Source: an optimization exercise on an open RTL-to-GDS flow (aim: small area, a short achievable clock period and few clock cycles). Production flows keep margins and buffers that such runs may drop.
Where RTL was checked, it was by simulation tests only, not by an equivalence proof against the original.
Power is estimated from default activity; no workload was simulated.

==> module processing_element_fsm, before the edit <==
module processing_element_fsm (
    input wire clk,
    input wire rst,
    input wire [8:0] delta,    
    input wire [7:0] other,    
    output wire signed [31:0] result
);
    reg [8:0] d_q;
    reg [7:0] o_q;
    reg [18:0] acc;
    always @(posedge clk) begin
        d_q <= delta;
        o_q <= other;
    end
    wire [18:0] sum;
    pe_mac_tree mac (
        .d(d_q),
        .o(o_q),
        .acc(acc),
        .sum(sum)
    );
    always @(posedge clk)
        if (rst) acc <= 19'd0;
        else acc <= sum;
    assign result = {{13{acc[18]}}, acc};
endmodule
==> module processing_element_avalon_interface, before the edit <==
module processing_element_avalon_interface (
    input csi_clockreset_clk,
    input csi_clockreset_reset_n,
    input [7:0] avs_s1_address,
    input avs_s1_read,
    input avs_s1_write,
    input [31:0] avs_s1_writedata,
    output reg [31:0] avs_s1_readdata
);
    wire clk = csi_clockreset_clk;
    wire rst = ~csi_clockreset_reset_n;
    wire [7:0] a = avs_s1_address;
    reg       wr_v;
    reg [4:0] wr_a;
    reg [7:0] wr_d;
    always @(posedge clk) begin
        wr_v <= ~rst & avs_s1_write & (a < 8'd18);
        wr_a <= a[4:0];
        wr_d <= avs_s1_writedata[7:0];
    end
    reg [7:0] img [0:8];
    reg [7:0] filt [0:8];
    reg start;
    wire [7:0] din = rst ? 8'd0 : wr_d;
    wire live = wr_v;
    wire [8:0] sel_x, sel_w;
    reg  [7:0] xs, ws;
    integer k;
    genvar i;
    generate
        for (i = 0; i < 9; i = i + 1) begin : g_op
            assign sel_x[i] = live & (wr_a == i);
            assign sel_w[i] = live & (wr_a == i + 9);
            always @(posedge clk)
                if (rst | sel_x[i]) img[i] <= din;
            always @(posedge clk)
                if (rst | sel_w[i]) filt[i] <= din;
        end
    endgenerate
    always @(*) begin
        xs = 8'd0;
        ws = 8'd0;
        for (k = 0; k < 9; k = k + 1) begin
            if (sel_x[k] | sel_w[k]) begin
                xs = xs | img[k];
                ws = ws | filt[k];
            end
        end
    end
    wire is_x = |sel_x;
    wire [7:0] old_v   = is_x ? xs : ws;
    wire [7:0] other_v = is_x ? ws : xs;
    wire [8:0] delta = {wr_d[7], wr_d} - {old_v[7], old_v};
    always @(posedge clk)
        if (rst) start <= 1'b0;
        else if (avs_s1_write & (a == 8'd18)) start <= avs_s1_writedata[0];
    wire signed [31:0] result;
    processing_element_fsm pe_inst (
        .clk(clk),
        .rst(rst),
        .delta(delta),
        .other(other_v & {8{~rst}}),
        .result(result)
    );
    always @(*) begin
        case (a)
            8'd30: avs_s1_readdata = result;
            8'd31: avs_s1_readdata = {31'd0, start};
            default: avs_s1_readdata = 32'd0;
        endcase
    end
endmodule
Settings: LEC_CHECK=0, CAP_MARGIN=20, CORE_MARGIN=2, CORE_UTILIZATION=40, SLEW_MARGIN=20, SYNTH_HIERARCHICAL=1, SYNTH_MINIMUM_KEEP_SIZE=0; clock period 12.5 ns.
standard.sh (not shown) runs the stock make flow with config.mk's settings and CLKGATE_MAP_FILE= SYNTH_SCRIPT=/design/flow/synth_recipe.tcl, a recipe that flattens the netlist after the stock synthesis.
==> flow/flow/run.sh <==
#!/bin/bash
# Standard ORFS layout, with repair_timing asked to leave extra setup slack so
# that the fixed input/output paths are built fast. The SDC is the standard flow's own.
set -euo pipefail
bash standard.sh SETUP_SLACK_MARGIN=7 MATCH_CELL_FOOTPRINT=0 \
  "BUFFER_PORTS_ARGS=-buffer_cell sky130_fd_sc_hd__buf_2" finish > standard_flow.log 2>&1
Then changed:
--- a/flow/design.v
+++ b/flow/design.v
@@ -1,30 +1,4 @@
-module processing_element_fsm (
-    input wire clk,
-    input wire rst,
-    input wire [8:0] delta,    
-    input wire [7:0] other,    
-    output wire signed [31:0] result
-);
-    reg [8:0] d_q;
-    reg [7:0] o_q;
-    reg [18:0] acc;
-    always @(posedge clk) begin
-        d_q <= delta;
-        o_q <= other;
-    end
-    wire [18:0] sum;
-    pe_mac_tree mac (
-        .d(d_q),
-        .o(o_q),
-        .acc(acc),
-        .sum(sum)
-    );
-    always @(posedge clk)
-        if (rst) acc <= 19'd0;
-        else acc <= sum;
-    assign result = {{13{acc[18]}}, acc};
-endmodule
 module pe_mac_tree (
     input  wire [8:0]  d,
     input  wire [7:0]  o,
     input  wire [18:0] acc,
@@ -372,16 +346,26 @@
     wire [8:0] delta = {wr_d[7], wr_d} - {old_v[7], old_v};
     always @(posedge clk)
         if (rst) start <= 1'b0;
         else if (avs_s1_write & (a == 8'd18)) start <= avs_s1_writedata[0];
-    wire signed [31:0] result;
-    processing_element_fsm pe_inst (
-        .clk(clk),
-        .rst(rst),
-        .delta(delta),
-        .other(other_v & {8{~rst}}),
-        .result(result)
+    reg [8:0] d_q;
+    reg [7:0] o_q;
+    reg [18:0] acc;
+    wire [18:0] sum;
+    always @(posedge clk) begin
+        d_q <= delta;
+        o_q <= other_v & {8{~rst}};
+    end
+    pe_mac_tree mac (
+        .d(d_q),
+        .o(o_q),
+        .acc(acc),
+        .sum(sum)
     );
+    always @(posedge clk)
+        if (rst) acc <= 19'd0;
+        else acc <= sum;
+    wire [31:0] result = {{13{acc[18]}}, acc};
     always @(*) begin
         case (a)
             8'd30: avs_s1_readdata = result;
             8'd31: avs_s1_readdata = {31'd0, start};
Critical path depth stays the same.
Count of clock-buffer cells in the layout is unchanged.
Die area barely changes.
Cell area stays flat.
Power barely changes.
Worst setup slack is better by 0.014 ns.
No run of this note included a check of the RTL's function; only the layout flow was run.


Another version of the RTL of processing_element_avalon_interface (not shown whole).
For scale: ~76 I/O pins.
==> module pe_dec30, before the edit <==
module pe_dec30 (input wire [7:0] a, output wire h1, output wire h2, output wire is31);
    assign h1 = &a[4:1];
    assign h2 = ~(a[7] | a[6] | a[5] | a[0]);
    assign is31 = (a == 8'd31);
endmodule
==> module pe_and3, before the edit <==
module pe_and3 (input wire a, input wire b, input wire c, output wire y);
    assign y = a & b & c;
endmodule
==> module pe_rd0, before the edit <==
module pe_rd0 (
    input wire a, input wire b, input wire c, input wire d, input wire e,
    output wire y
);
    assign y = (a & b & c) | (d & e);
endmodule
==> module processing_element_avalon_interface, before the edit <==
module processing_element_avalon_interface (
    input csi_clockreset_clk,
    input csi_clockreset_reset_n,
    input [7:0] avs_s1_address,
    input avs_s1_read,
    input avs_s1_write,
    input [31:0] avs_s1_writedata,
    output reg [31:0] avs_s1_readdata
);
    wire clk = csi_clockreset_clk;
    wire rst = ~csi_clockreset_reset_n;
    wire [7:0] a = avs_s1_address;
    reg       wr_v;
    reg [4:0] wr_a;
    reg [7:0] wr_d;
    always @(posedge clk) begin
        wr_v <= ~rst & avs_s1_write & (a < 8'd18);
        wr_a <= a[4:0];
        wr_d <= avs_s1_writedata[7:0];
    end
    reg [7:0] img [0:8];
    reg [7:0] filt [0:8];
    reg start;
    wire [7:0] din = rst ? 8'd0 : wr_d;
    wire live = wr_v;
    wire [8:0] sel_x, sel_w;
    genvar i;
    generate
        for (i = 0; i < 9; i = i + 1) begin : g_op
            assign sel_x[i] = live & (wr_a == i);
            assign sel_w[i] = live & (wr_a == i + 9);
            always @(posedge clk)
                if (rst | sel_x[i]) img[i] <= din;
            always @(posedge clk)
                if (rst | sel_w[i]) filt[i] <= din;
        end
    endgenerate
    wire [8:0] sel = sel_x | sel_w;
    wire [7:0] xs, ws;
    generate
        for (i = 0; i < 8; i = i + 1) begin : g_mux
            pe_mux9 mx (
                .s(sel),
                .d({img[8][i], img[7][i], img[6][i], img[5][i], img[4][i],
                    img[3][i], img[2][i], img[1][i], img[0][i]}),
                .y(xs[i])
            );
            pe_mux9 mw (
                .s(sel),
                .d({filt[8][i], filt[7][i], filt[6][i], filt[5][i], filt[4][i],
                    filt[3][i], filt[2][i], filt[1][i], filt[0][i]}),
                .y(ws[i])
            );
        end
    endgenerate
    wire is_x = |sel_x;
    wire [7:0] old_v   = is_x ? xs : ws;
    wire [7:0] other_v = is_x ? ws : xs;
    wire [8:0] delta = {wr_d[7], wr_d} - {old_v[7], old_v};
    always @(posedge clk)
        if (rst) start <= 1'b0;
        else if (avs_s1_write & (a == 8'd18)) start <= avs_s1_writedata[0];
    reg [8:0] d_q;
    reg [7:0] o_q;
    reg [18:0] acc;
    wire [18:0] sum;
    always @(posedge clk) begin
        d_q <= delta;
        o_q <= other_v & {8{~rst}};
    end
    pe_mac_tree mac (
        .d(d_q),
        .o(o_q),
        .acc(acc),
        .sum(sum)
    );
    always @(posedge clk)
        if (rst) acc <= 19'd0;
        else acc <= sum;
    wire [31:0] result = {{13{acc[18]}}, acc};
    wire [3:0] h1, h2, is31;
    wire [31:0] rd_bits;
    generate
        for (i = 0; i < 4; i = i + 1) begin : g_dec
            pe_dec30 dec (.a(a), .h1(h1[i]), .h2(h2[i]), .is31(is31[i]));
        end
    endgenerate
    pe_rd0 rd0 (.a(h1[0]), .b(h2[0]), .c(result[0]), .d(is31[0]), .e(start), .y(rd_bits[0]));
    generate
        for (i = 1; i < 32; i = i + 1) begin : g_rd
            pe_and3 rd (.a(h1[i/8]), .b(h2[i/8]), .c(result[i]), .y(rd_bits[i]));
        end
    endgenerate
    always @(*)
        avs_s1_readdata = rd_bits;
endmodule
==> flow/config.mk <==
export PLATFORM = sky130hd
export DESIGN_NAME = processing_element_avalon_interface
export DESIGN_NICKNAME = processing_element_avalon_interface
export VERILOG_FILES = /design/flow/design.v
export SDC_FILE = /design/flow/constraint.sdc
export NUM_CORES = 4
export LEC_CHECK = 0
export CAP_MARGIN = 20
export CORE_MARGIN = 2
export CORE_UTILIZATION = 40
export SLEW_MARGIN = 20
export SYNTH_HIERARCHICAL = 1
export SYNTH_MINIMUM_KEEP_SIZE = 0
==> flow/constraint.sdc <==
create_clock -name core_clock -period 12.5 [get_ports {csi_clockreset_clk}]
set_input_delay 2.5000 -clock core_clock [delete_from_list [all_inputs] [get_ports {csi_clockreset_clk}]]
set_output_delay 2.5000 -clock core_clock [all_outputs]
set_load 0.01 [all_outputs]
Scripts as last shown in full above: flow/flow/run.sh
Then changed:
--- a/flow/design.v
+++ b/flow/design.v
@@ -304,20 +304,6 @@
 );
     assign y = ~((a1 & a2) | (b1 & b2) | (c1 & c2));
 endmodule
-module pe_dec30 (input wire [7:0] a, output wire h1, output wire h2, output wire is31);
-    assign h1 = &a[4:1];
-    assign h2 = ~(a[7] | a[6] | a[5] | a[0]);
-    assign is31 = (a == 8'd31);
-endmodule
-module pe_and3 (input wire a, input wire b, input wire c, output wire y);
-    assign y = a & b & c;
-endmodule
-module pe_rd0 (
-    input wire a, input wire b, input wire c, input wire d, input wire e,
-    output wire y
-);
-    assign y = (a & b & c) | (d & e);
-endmodule
 module processing_element_avalon_interface (
     input csi_clockreset_clk,
     input csi_clockreset_reset_n,
@@ -398,19 +384,11 @@
         if (rst) acc <= 19'd0;
         else acc <= sum;
     wire [31:0] result = {{13{acc[18]}}, acc};
-    wire [3:0] h1, h2, is31;
-    wire [31:0] rd_bits;
-    generate
-        for (i = 0; i < 4; i = i + 1) begin : g_dec
-            pe_dec30 dec (.a(a), .h1(h1[i]), .h2(h2[i]), .is31(is31[i]));
-        end
-    endgenerate
-    pe_rd0 rd0 (.a(h1[0]), .b(h2[0]), .c(result[0]), .d(is31[0]), .e(start), .y(rd_bits[0]));
-    generate
-        for (i = 1; i < 32; i = i + 1) begin : g_rd
-            pe_and3 rd (.a(h1[i/8]), .b(h2[i/8]), .c(result[i]), .y(rd_bits[i]));
-        end
-    endgenerate
-    always @(*)
-        avs_s1_readdata = rd_bits;
+    always @(*) begin
+        case (a)
+            8'd30: avs_s1_readdata = result;
+            8'd31: avs_s1_readdata = {31'd0, start};
+            default: avs_s1_readdata = 32'd0;
+        endcase
+    end
 endmodule
What happened:
- The changed run completed without violations
- clock-buffer cell count does not change
- power grows by a few percent
- critical path depth grows by 3
- worst setup slack degrades by 0.30 ns
- final area shrinks by a few percent
Testbench counts after the change, summed over its fixed seeds: cycles 36,800.
No functional check of the RTL was part of the first run of this note.

## re-timing with driven ports
The results above use ideal ports. As a check the final layouts listed here were re-extracted and re-timed, cells and wires unchanged. Step 1: set_driving_cell puts a clkbuf_16 on csi_clockreset_clk and a buf_2 on each other input, an assumption about the parent block. Step 2 also shifts input and output timing later by t, the mid clock arrival at the registers, as if the neighbouring blocks saw the same clock. Slacks: ideal ports / drivers / drivers and shift; pairs: ideal ports / drivers.
run | shift t [ns] | setup slack, ns | hold slack, ns | clock arrival spread, ns
the first run of note 1 | 0.487 | 6.387 / 6.355 / 6.355 | 0.501 / 0.501 / 0.501 | 0.018 / 0.018
the second run of note 1 | 0.487 | 6.401 / 6.369 / 6.369 | 0.510 / 0.510 / 0.510 | 0.021 / 0.021
the first run of note 2 | 0.477 | 6.647 / 6.592 / 6.592 | 0.553 / 0.553 / 0.553 | 0.016 / 0.016
the second run of note 2 | 0.468 | 6.345 / 6.308 / 6.308 | 0.579 / 0.579 / 0.579 | 0.019 / 0.018
After both steps every run listed still meets setup and hold. The setup slack of the first run of note 2, which loses most, moves by -0.055 ns with the drivers and by -0.055 ns with both steps.
